Context: an optimization exercise on an open-source flow, tuned for small area and a short achievable clock period. The choices shown serve that exercise and are no tape-out recipe.
In this exercise RTL edits were held to simulation tests only and were not proved equivalent to the original.
The clock port is modelled as an ideal driver, which makes a skipped or thinned clock tree look cheaper than it is; a real chip needs a root buffer or a tree.
Power is estimated from default activity; no workload was simulated.

Setup of P:
Design moving_avg_filt, start of the top module:
module moving_avg_filt(
  input clk,
  input signed [7:0] signal_in,
  output reg signed [7:0] signal_out
  );
  parameter N = 64;  
  reg signed [7:0] q [0:N-1];
  reg [13:0] ss;
  reg [13:0] sc;
  reg [13:0] acc;
  reg [5:0] phase;
  reg load_a;
  reg pre_b;
  reg load_b;
  reg keep;
  reg clear;
  integer i;
  wire [7:0] xu = {~signal_in[7], signal_in[6:0]};       
  wire [7:0] q0u = {~q[0][7], q[0][6:0]};                
  wire [7:0] yn = {q[N-1][7], ~q[N-1][6:0]};             
  wire [13:0] a = load_a ? acc : ss;
  wire [13:0] b = load_b ? {6'd0, q0u} : sc;
  wire [13:0] r1c = load_b ? 14'h2000 : {6'h3f, yn};
  wire [13:0] s1 = a ^ b ^ r1c;
  wire [14:0] c1 = {(a & b) | (a & r1c) | (b & r1c), keep};    
  wire [13:0] r2c = {6'd0, xu};
  wire [13:0] s2 = s1 ^ c1[13:0] ^ r2c;
  wire [14:0] c2 = {(s1 & c1[13:0]) | (s1 & r2c) | (c1[13:0] & r2c), 1'b0};
  wire [13:0] sum = ss + sc;
  wire [7:0] acc_lo = clear ? 8'd0 : acc[7:0];
  wire [8:0] alo = {1'b0, acc_lo} + {1'b0, q0u};
  wire [5:0] ahi_up = acc[13:8] + 6'd1;
  wire [5:0] ahi = clear ? 6'd0 : (alo[8] ? ahi_up : acc[13:8]);
  always @(posedge clk) begin
    q[0] <= signal_in;
    for (i = 0; i < N - 1; i = i + 1)
      q[i + 1] <= q[i];
    phase <= phase + 6'd1;
    load_a <= (phase == 6'd62);
    pre_b <= (phase == 6'd61);
    load_b <= pre_b;
    keep <= (phase != 6'd62);
    clear <= (phase == 6'd0);
    ss <= s2;
    sc <= c2[13:0];
    acc <= {ahi, alo[7:0]};
    signal_out <= sum[13:6];
  end
endmodule
Size: ~830 cells after synthesis, ~570 flip-flops, ~17 I/O pins.
export LEC_CHECK = 0
export ABC_CLOCK_PERIOD_IN_PS = 2000
export CAP_MARGIN = 20
export CORE_MARGIN = 2
export CORE_UTILIZATION = 60
export HOLD_SLACK_MARGIN = 0
export PLACE_DENSITY = 0.75
export SLEW_MARGIN = 20
create_clock -name core_clock -period 8.0 [get_ports {clk}]
standard.sh (not shown) runs the stock make flow with config.mk's settings and CLKGATE_MAP_FILE= SYNTH_SCRIPT=/design/flow/synth_recipe.tcl, a recipe that flattens the netlist after the stock synthesis.
==> flow/flow/run.sh <==
#!/bin/bash
# Standard ORFS layout (standard synthesis unchanged) with port buffers of a
# plain buffer cell, no CTS dummy loads, a tighter setup repair target, and
# the clock tree reshaped after CTS (flow/clocktree.tcl).
set -euo pipefail
bash standard.sh \
  BUFFER_PORTS_ARGS="-buffer_cell sky130_fd_sc_hd__buf_2" \
  CTS_ARGS="-sink_clustering_enable -repair_clock_nets -dont_use_dummy_load -sink_clustering_size 28 -sink_clustering_max_diameter 60 -buf_list {sky130_fd_sc_hd__clkbuf_16}" \
  POST_CTS_TCL="$PWD/flow/clocktree.tcl" \
  SETUP_SLACK_MARGIN=5.6 \
  finish > flow.log 2>&1
Other scripts of this flow, unchanged in this note and not shown: flow/flow/clocktree.tcl
P completed end to end with timing, DRC and antenna clean.
Changes in Q relative to P:
--- a/flow/flow/run.sh
+++ b/flow/flow/run.sh
@@ -7,5 +7,5 @@
   BUFFER_PORTS_ARGS="-buffer_cell sky130_fd_sc_hd__buf_2" \
-  CTS_ARGS="-sink_clustering_enable -repair_clock_nets -dont_use_dummy_load -sink_clustering_size 28 -sink_clustering_max_diameter 60 -buf_list {sky130_fd_sc_hd__clkbuf_16}" \
+  CTS_ARGS="-sink_clustering_enable -repair_clock_nets -dont_use_dummy_load -sink_clustering_size 34 -sink_clustering_max_diameter 70 -buf_list {sky130_fd_sc_hd__clkbuf_16}" \
   POST_CTS_TCL="$PWD/flow/clocktree.tcl" \
-  SETUP_SLACK_MARGIN=5.6 \
+  SETUP_SLACK_MARGIN=5.4 \
   finish > flow.log 2>&1
### Flow results
- Q completed end to end with timing, DRC and antenna clean.
- Per the comparison of Q with P, post-detailed-route via-to-cell ratio shows no meaningful change, post-route cell area shows a reduction of 1.1%, peak supply drop shows a reduction of 5.8 µV.
- On multi-input combinational gate total, Q tracks P almost exactly.
- Combinational power: P vs Q, no meaningful difference
- Part of the total power dissipated in sequential elements, P and Q: larger value in Q
- Diff P -> Q: worst-case reg-to-reg path depth now smaller; via total after detailed routing moved down.
Modified inputs, R compared to Q
--- a/flow/flow/run.sh
+++ b/flow/flow/run.sh
@@ -9,3 +9,3 @@
   POST_CTS_TCL="$PWD/flow/clocktree.tcl" \
-  SETUP_SLACK_MARGIN=5.4 \
+  SETUP_SLACK_MARGIN=5.7 \
   finish > flow.log 2>&1
Notes after the runs:
- Between R and Q, the share of power burned in the clock network does not differ in any meaningful way.
- Q and R ended up with roughly the same finished layout cell area.
- R -> Q: post-place setup slack delta 0, exact match
- Final worst setup slack for R: 0.0037 ns up relative to Q
- Fraction of power spent switching nets: Q vs R, no meaningful difference
- On overall routed net length, R tracks Q almost exactly.
The following lists how S was set up differently from R:
--- a/flow/flow/run.sh
+++ b/flow/flow/run.sh
@@ -9,3 +9,3 @@
   POST_CTS_TCL="$PWD/flow/clocktree.tcl" \
-  SETUP_SLACK_MARGIN=5.7 \
+  SETUP_SLACK_MARGIN=5.6 \
   finish > flow.log 2>&1
### Flow results
Looking at combinational power, S sits about 0.5% higher than R does.
S vs R — first-iteration DRC count dropped 1.
Changes observed in S relative to R: total power consumption of the routed design closely matched the old numbers; standby leakage power closely matched the old numbers; sum of routed wire length over all layers closely matched the old numbers; total power density per cell area closely matched the old numbers; register area closely matched the old numbers.
On tap cell instance count, S and R are basically level.
On met1 global-route usage, R tracks S almost exactly.
~same worst setup slack in S and R
Of S and R, R shows the higher worst hold slack after final layout, with S below it.
> inputs changed (S -> T)
--- a/flow/flow/run.sh
+++ b/flow/flow/run.sh
@@ -7,3 +7,3 @@
   BUFFER_PORTS_ARGS="-buffer_cell sky130_fd_sc_hd__buf_2" \
-  CTS_ARGS="-sink_clustering_enable -repair_clock_nets -dont_use_dummy_load -sink_clustering_size 34 -sink_clustering_max_diameter 70 -buf_list {sky130_fd_sc_hd__clkbuf_16}" \
+  CTS_ARGS="-sink_clustering_enable -repair_clock_nets -dont_use_dummy_load -sink_clustering_size 20 -sink_clustering_max_diameter 50 -buf_list {sky130_fd_sc_hd__clkbuf_8}" \
   POST_CTS_TCL="$PWD/flow/clocktree.tcl" \
Findings:
- T: all stages complete, timing, DRC and antenna checks passed
- On layout filler cell count, S and T are neck and neck.
- Cell count after synthesis: S vs T identical
- | setup slack after layout | T vs S | worse |
- As of T, total routed wirelength had risen slightly compared to S.
- For total leakage power, T and S come out practically identical.
- The global-route wire length before repair of T exceeds that of S by 390 µm.
- Area after synthesis across S and T: no real change.
- Going from S to T, fraction of power consumed by combinational cells up 0.3 points, clock share of power fell by 1.3 points.

==> what the ideal ports hide <==
How much do the figures lean on ideal ports? The routed layouts below were timed once more, with nothing changed but the port constraints.
Step 1 (the two cells are an assumption about what drives the block):
set clk [get_ports {clk}]
set_driving_cell -lib_cell sky130_fd_sc_hd__clkbuf_16 $clk
set_driving_cell -lib_cell sky130_fd_sc_hd__buf_2 [delete_from_list [all_inputs] $clk]
Step 2 also shifts input and output timing later by t, the mid clock arrival at the registers, as if the neighbouring blocks saw the same clock.
Three values: ideal ports, drivers, drivers and shift; two values: the first two.
| run | t (ns) | slack for setup (ns) | hold WS [ns] | slew at the worst register clock pin (ns) |
|---|---|---|---|---|
| P | 0.420 | 5.633 / 5.539 / 5.609 | 0.305 / 0.305 / 0.305 | 0.10 / 0.10 |
| Q | 0.423 | 5.603 / 5.506 / 5.604 | 0.309 / 0.309 / 0.309 | 0.12 / 0.12 |
| R | 0.425 | 5.607 / 5.507 / 5.627 | 0.316 / 0.316 / 0.316 | 0.12 / 0.12 |
| S | 0.425 | 5.607 / 5.508 / 5.624 | 0.312 / 0.312 / 0.312 | 0.12 / 0.12 |
| T | 0.431 | 5.575 / 5.497 / 5.629 | 0.293 / 0.293 / 0.293 | 0.11 / 0.11 |
After both steps every run listed still meets setup and hold. For P, which loses most, drivers alone change the setup slack by -0.094 ns; drivers and shift together by -0.024 ns.
